This is an optimization exercise on Yosys and OpenROAD, whose aim is small area and a short achievable clock period, not a production implementation.
Where RTL was checked, it was by simulation tests only, not by an equivalence proof against the original.
Function not checked in run 1: the RTL went through the layout flow alone.
No activity file was given, so power comes from the tool's default toggle rates.

## flow/design.v (module list and top-level ports; edited modules follow where they fit)
// module rdy_gate: 3 lines
// module perceptron_ctrl: 31 lines
// module perceptron_dp: 1096 lines
// module booth_enc: 5 lines
// module oai22m: 3 lines
// module nor2m: 3 lines
// module or2m: 3 lines
// module xor2m: 3 lines
// module xnor2m: 3 lines
// module fa: 4 lines
// module ha: 4 lines
// module perceptron_top: 44 lines
module perceptron_top #(
    parameter WIDTH = 16
  ) (
    input clk,
    input reset,
    input      val_i,
    output     rdy_o,
    output     val_o,
    input      rdy_i,
    input  [1:0] W1W0b_en_i,
    input        b_i,
    input        W0_i,
    input        W1_i,
    input signed [WIDTH-1:0] X0_i,
    input signed [WIDTH-1:0] X1_i,
    output     Y_o
);
  // ...
==> flow/flow/run.sh <==
#!/bin/bash
# The standard layout (standard.sh, unchanged synthesis and steps), with
# the port buffers made of a plain buffer cell instead of the delay buffer
# that buffer_ports picks by default.  ORFS keeps each step's log under
# orfs/logs/; make's own output goes to make.log here.
set -euo pipefail
bash standard.sh BUFFER_PORTS_ARGS="-buffer_cell sky130_fd_sc_hd__buf_2" finish > make.log 2>&1
==> flow/standard.sh <==
#!/bin/bash
# synth_recipe.tcl (not shown) runs the flow's synth.tcl, then flattens the netlist and writes it again
# the make line also repeats each setting of config.mk as NAME=value (left out here)
make -C /OpenROAD-flow-scripts/flow DESIGN_CONFIG=/design/flow/config.mk WORK_HOME=/design/flow/orfs CLKGATE_MAP_FILE= SYNTH_SCRIPT=/design/flow/synth_recipe.tcl "${@:-finish}"
==> flow/config.mk <==
export PLATFORM = sky130hd
export DESIGN_NAME = perceptron_top
export DESIGN_NICKNAME = perceptron_top
export VERILOG_FILES = /design/flow/design.v
export SDC_FILE = /design/flow/constraint.sdc
export NUM_CORES = 4
export LEC_CHECK = 0
export CAP_MARGIN = 20
export CORE_MARGIN = 2
export CORE_UTILIZATION = 40
export SETUP_SLACK_MARGIN = 4.2
export SLEW_MARGIN = 20
export SYNTH_HIERARCHICAL = 1
export SYNTH_MINIMUM_KEEP_SIZE = 0
==> flow/constraint.sdc <==
create_clock -name core_clock -period 9.0 [get_ports {clk}]
set_input_delay 1.8000 -clock core_clock [delete_from_list [all_inputs] [get_ports {clk}]]
set_output_delay 1.8000 -clock core_clock [all_outputs]
set_load 0.01 [all_outputs]
==> flow_metrics.tcl, run 1 <==
set metrics [dict create \
    multi_input_area_share_pct 65.80 \
    wl_met2_um 19370 \
    layout_common_cells "xnor2_1, o22ai_1, fa_1" \
    io_pins 44 \
    rsz0062_at_grt "true" \
    clockPowerShare_pct 23.6 \
    cp-end-kind "register" \
    path_common_cell "fa_1" \
    synth_most_common_cell "xnor2_1" \
    gr-max-usage-layer "met2" \
    synth-edff-count 87 \
    r2r.worst_path.cells 10 \
    p_int_w 0.001960 \
    clock_area_share_pct 3.578 \
    synthAdderAreaFrac_pct 34.03 \
    overflow 0 \
    outcome "timing/DRC/antenna clean" \
    critical_path_arrival_ns 4.95 \
    path_cells "inv_1, o22ai_1, xnor2_1, fa_1, fa_1, fa_1, fa_1, fa_1, fa_1, fa_1" \
    cts_buffer_depth 2 \
    leakagePower_nw 5.350 \
    cp-start-kind "register" \
    antenna_left 0 \
    regArea_um2 3613 \
    cts_tree "done" \
    taps 511 \
    crit_end "dp.cs[22]" \
    grt_antenna_before_repair 0 \
    synth_top_family_by_area "adder cells" \
    yosys_warnings 8 \
    p_per_area_nw_per_um2 188.4 \
    design.seq.count 137 \
    grt_pass1_wl_um 69210 \
    switching_share_pct 37.64 \
]
==> run 2: changes to the inputs <==
--- a/flow/design.v
+++ b/flow/design.v
@@ -41,28 +41,27 @@
     input        b_i,
     input        W0_i,
     input        W1_i,
     input  [15:0] X0_i,
     input  [15:0] X1_i,
     output Y_o
 );
 reg [15:0] w0, w1, b;
+wire sh_w1 = ~reset & (W1W0b_en_i == 2'b11);
+wire sh_w0 = ~reset & (W1W0b_en_i == 2'b10);
+wire sh_b  = ~reset & (W1W0b_en_i == 2'b01);
+wire ho_w1 = ~reset & ~(W1W0b_en_i == 2'b11);
+wire ho_w0 = ~reset & ~(W1W0b_en_i == 2'b10);
+wire ho_b  = ~reset & ~(W1W0b_en_i == 2'b01);
 always @ (posedge clk)
 begin
-  if (reset == 1)
-  begin
-    w0 <= 0;
-    w1 <= 0;
-    b  <= 0;
-  end else begin
-    if (W1W0b_en_i == 2'b11) w1 <= {w1[14:0], W1_i};
-    if (W1W0b_en_i == 2'b10) w0 <= {w0[14:0], W0_i};
-    if (W1W0b_en_i == 2'b01) b  <= {b[14:0], b_i};
-  end
+  w1 <= ({w1[14:0], W1_i} & {16{sh_w1}}) | (w1 & {16{ho_w1}});
+  w0 <= ({w0[14:0], W0_i} & {16{sh_w0}}) | (w0 & {16{ho_w0}});
+  b  <= ({b[14:0],  b_i}  & {16{sh_b}})  | (b  & {16{ho_b}});
 end
 wire [15:0] wn0 = ~w0;
 wire [15:0] wn1 = ~w1;
 wire [7:0] neg0_d, one0_d, two0_d, neg1_d, one1_d, two1_d;
 genvar gi;
 generate for (gi = 0; gi < 8; gi = gi + 1) begin : g_enc
   booth_enc u_e0 (.xh(X0_i[2*gi+1]), .xm(X0_i[2*gi]), .xl(gi == 0 ? 1'b0 : X0_i[(gi == 0 ? 0 : 2*gi-1)]),
                   .neg(neg0_d[gi]), .one(one0_d[gi]), .two(two0_d[gi]));
==> flow/config.mk (replaced) <==
export PLATFORM = sky130hd
export DESIGN_NAME = perceptron_top
export DESIGN_NICKNAME = perceptron_top
export VERILOG_FILES = /design/flow/design.v
export SDC_FILE = /design/flow/constraint.sdc
export NUM_CORES = 4
export LEC_CHECK = 0
export CAP_MARGIN = 20
export CORE_MARGIN = 2
export CORE_UTILIZATION = 40
export SETUP_SLACK_MARGIN = 3.5
export SLEW_MARGIN = 20
export SYNTH_HIERARCHICAL = 1
export SYNTH_MINIMUM_KEEP_SIZE = 0
==> flow_metrics.tcl, run 2 <==
set metrics [dict create \
    cts_tree "done" \
    netlist_area_um2 15050 \
    grt_pass1_vias 11617 \
    fillers 3528 \
    path_common_cell "fa_1" \
    drive_gt1_share_pct 7.288 \
    holdPathStages 2 \
    fp-row-count 71 \
    clkLatencyLatePin_ns 0.44 \
    ff2ff_setup_slack_ns 4.18 \
    clockPowerShare_pct 23.9 \
    drt-pass1-iter-count 5 \
    drt_iter0_markers 902 \
    ys_types 42 \
    max_slew.worst_pin.slew_ns 1.056 \
    leakagePower_nw 5.350 \
    area_growth_pct 8.856 \
    switching_share_pct 36.73 \
    fin_setup_tns_ns 0 \
    cp-end-kind "register" \
    netSwitchingPower_w 0.001166 \
    crit_family "adder cells" \
    cts_hold_buf 0 \
    slowest_stage "inv_1" \
    grt_antenna_before_repair 0 \
    synth_top_area_share_pct 31.93 \
    diodes 0 \
    fin_skew_ns 0.01253 \
    cts.sinks 137 \
    synth_seq_area_share_pct 24.02 \
    r2r.worst_path.cells 9 \
    cp-start-kind "register" \
    io_pins 44 \
    p_int_w 0.002009 \
    synth_top_flop_cell "edfxtp_1" \
    drc 0 \
    rsz0062_at_grt "false" \
    initial_core_util_pct 40.33 \
    ys_async_sr_fraction_pct 0 \
    path_cells "inv_1, xnor2_1, fa_1, fa_1, fa_1, fa_1, fa_1, fa_1, fa_1" \
    worst-path-stages 9 \
    finalHoldViolCount 0 \
    timing.final.crit_share_pct 53.55 \
    cts-buffers-inserted 17 \
    track_usage_pct 23.27 \
    largest_reg_flops 39 \
    viasPerCell 5.907 \
    fp.dieW_um 197.9 \
    p_per_area_nw_per_um2 193.8 \
    critical_path_arrival_ns 5.00 \
    yosysTopAreaCell "fa_1" \
    gp_congestion 0.9344 \
    cts-root-buf "clkbuf_16" \
    vias 11229 \
    cts_buffer_depth 2 \
    ctsResizeCount 0 \
    cts_setup_buffers 0 \
    final_core_util_pct 43.90 \
    htree_levels 4 \
    cap_violations 0 \
    syn_area_per_cell_um2 10.97 \
    core_um2 37310 \
    layout_common_cells "xnor2_1, o22ai_1, fa_1" \
    dp_hpwl_um 31890 \
    hp-class "register to register" \
    yosys_warnings 8 \
    vdd_drop_max_uv 114.5 \
    maxSlewHeadroom_pct 29.43 \
    slowest_delay_ns 0.72 \
    cp_data_required_time_ns 9.18 \
    die_h_um 197.9 \
    critPathBufInv 1 \
    clk_pin_slew_ns 0.07 \
    setup_viol 0 \
    crit_type "register to register" \
    pwr-share-comb_pct 45.7 \
    synth_most_common_cell "xnor2_1" \
    wl_um 43660 \
    critPathMaxFanout 17 \
    netlist_top_cells_count "xnor2_1, o22ai_1, fa_1" \
    die_area_um2 39180 \
    port-buffer-count 43 \
    antenna_left 0 \
    top_register "dp.cs" \
    drv_slew 0 \
    max_freq_ghz 0.2075 \
    grt_max_degree 53 \
    grt_pass1_wl_um 68430 \
    syn_inst 1371 \
    final_common_cell "xnor2_1" \
    p_seq_share_pct 30.4 \
    period_needed_ns 4.819 \
    synth-edff-count 87 \
    ys_ff_latch 137 \
    final_nets 1718 \
    synth.area.top_cells "fa_1, edfxtp_1, xnor2_1" \
    overflow 0 \
    outcome "timing/DRC/antenna clean" \
    detail_route.wl_per_cell_um 22.97 \
]
==> run 2: changes by cell type after synthesis, moves of 3 or more <==
cell,delta
clkbuf_1,+5
nand3_1,-3
nand2_1,-5
nor2_1,+4
nor3_1,+3
buf_2,-5
==> run 2: power groups by stage <==
stage	Combinational (W)	Sequential, W	Clock [W]
global placement	0.00142	0.000974	0
global route	0.00169	0.000976	0.000790
floorplan	0.00106	0.000958	0
detailed placement	0.00147	0.000977	0
finish	0.00145	0.000964	0.000759
CTS	0.00148	0.000964	0.000770
==> run 2: routing by layer <==
metal,share of wire (%),GRT usage [%],vias up,routed length (µm)
met5,0,0,-,0
met4,2.0,7.853,0,879
met3,10,4.531,74,4438
met2,44,35.24,588,19270
met1,44,33.43,5635,19080
li1,-,-,4932,-
==> run 2: cell families after synthesis <==
group                    after synthesis  share of synthesized area, %
AO/OA/AOI/OAI                        365                         15.49
XOR/XNOR                             297                         17.29
adder cells (fa/ha/maj)              265                         33.98
buffers and inverters                116                         3.293
flip-flops                           137                         24.02
multiplexers                           1                       0.06653
other                                  1                       0.02492
AND/OR/NAND/NOR                      189                         5.838
==> run 2: worst paths after layout <==
path / end / start
worst max-delay path: dp.cs[22] / dp.neg0[2]
worst min-delay path: dp.w1[15] / dp.w1[15]
worst max register to register: dp.cs[22] / dp.neg0[2]
worst min register to register: dp.w1[15] / dp.w1[15]
==> run 2: layout make-up <==
cell class	count	area [µm²]	share of cell area, %
multi-input cells	1123	10970	66.98
flip-flops and latches	137	3613	22.06
well taps	474	593.1	3.621
clock buffers	18	429.2	2.620
inverters	84	315.3	1.925
repair buffers	51	275.3	1.681
clock inverters	14	181.4	1.108
==> run 2: metrics by stage <==
stage / setup WS, ns / power [W] / cells / instance area (µm²) / hold WS [ns]
after floorplan: 3.510 / 0.002021 / 1376 / 15060 / 0.4363
after global placement: 4.253 / 0.002392 / 1869 / 15770 / 0.4431
after detailed placement: 4.226 / 0.002445 / 1869 / 15770 / 0.4485
after CTS: 4.216 / 0.003210 / 1901 / 16380 / 0.4567
after global routing: 4.001 / 0.003453 / 1901 / 16380 / 0.4847
final: 4.181 / 0.003175 / 1901 / 16380 / 0.4548
==> run 2: worst register-to-register path, delay by kind of cell, from the launching register on <==
kind	cells	cell delay, ns
buf+inv	1	0.72
flops	1	0.42
fa+ha+maj	7	3.19
xor+xnor	1	0.23
==> run 2: modules after synthesis (local to each module, per instance), a selection <==
module           cells  copies in the design  cell area [µm²]  flip-flops and latches
or2m                 1                     9            6.256                       0
ha                   1                    23            12.51                       0
oai22m               1                   256            6.256                       0
nor2m                1                    16            3.754                       0
booth_enc            5                    16            38.79                       0
xor2m                1                    16            8.758                       0
perceptron_dp      454                     1             5007                     135
fa                   1                   240            20.02                       0
perceptron_ctrl      8                     1            108.9                       2
rdy_gate             2                     2            18.77                       0
xnor2m               1                   265            8.758                       0

## port drivers added, routing unchanged
In the flow no input, the clock included, has a driving cell. The finished layouts below were timed again as built, in two steps. Step 1 assumes that a clkbuf_16 drives the clock port and a buf_2 every other input. Step 2 moves the port delays by t, midway between the first and last clock arrival at a register: inputs arrive t later, outputs are due t later. That takes back most of the time a late clock gives input paths. a / b / c = ideal ports / drivers / drivers and shift; a / b = the first two.
run	shift t [ns]	setup WS [ns]	worst data-port slew with drivers (ns)
run 1	0.488	4.229 / 4.229 / 4.229	0.05
run 2	0.489	4.181 / 4.181 / 4.181	0.07
After both steps setup and hold are still met in every run listed.
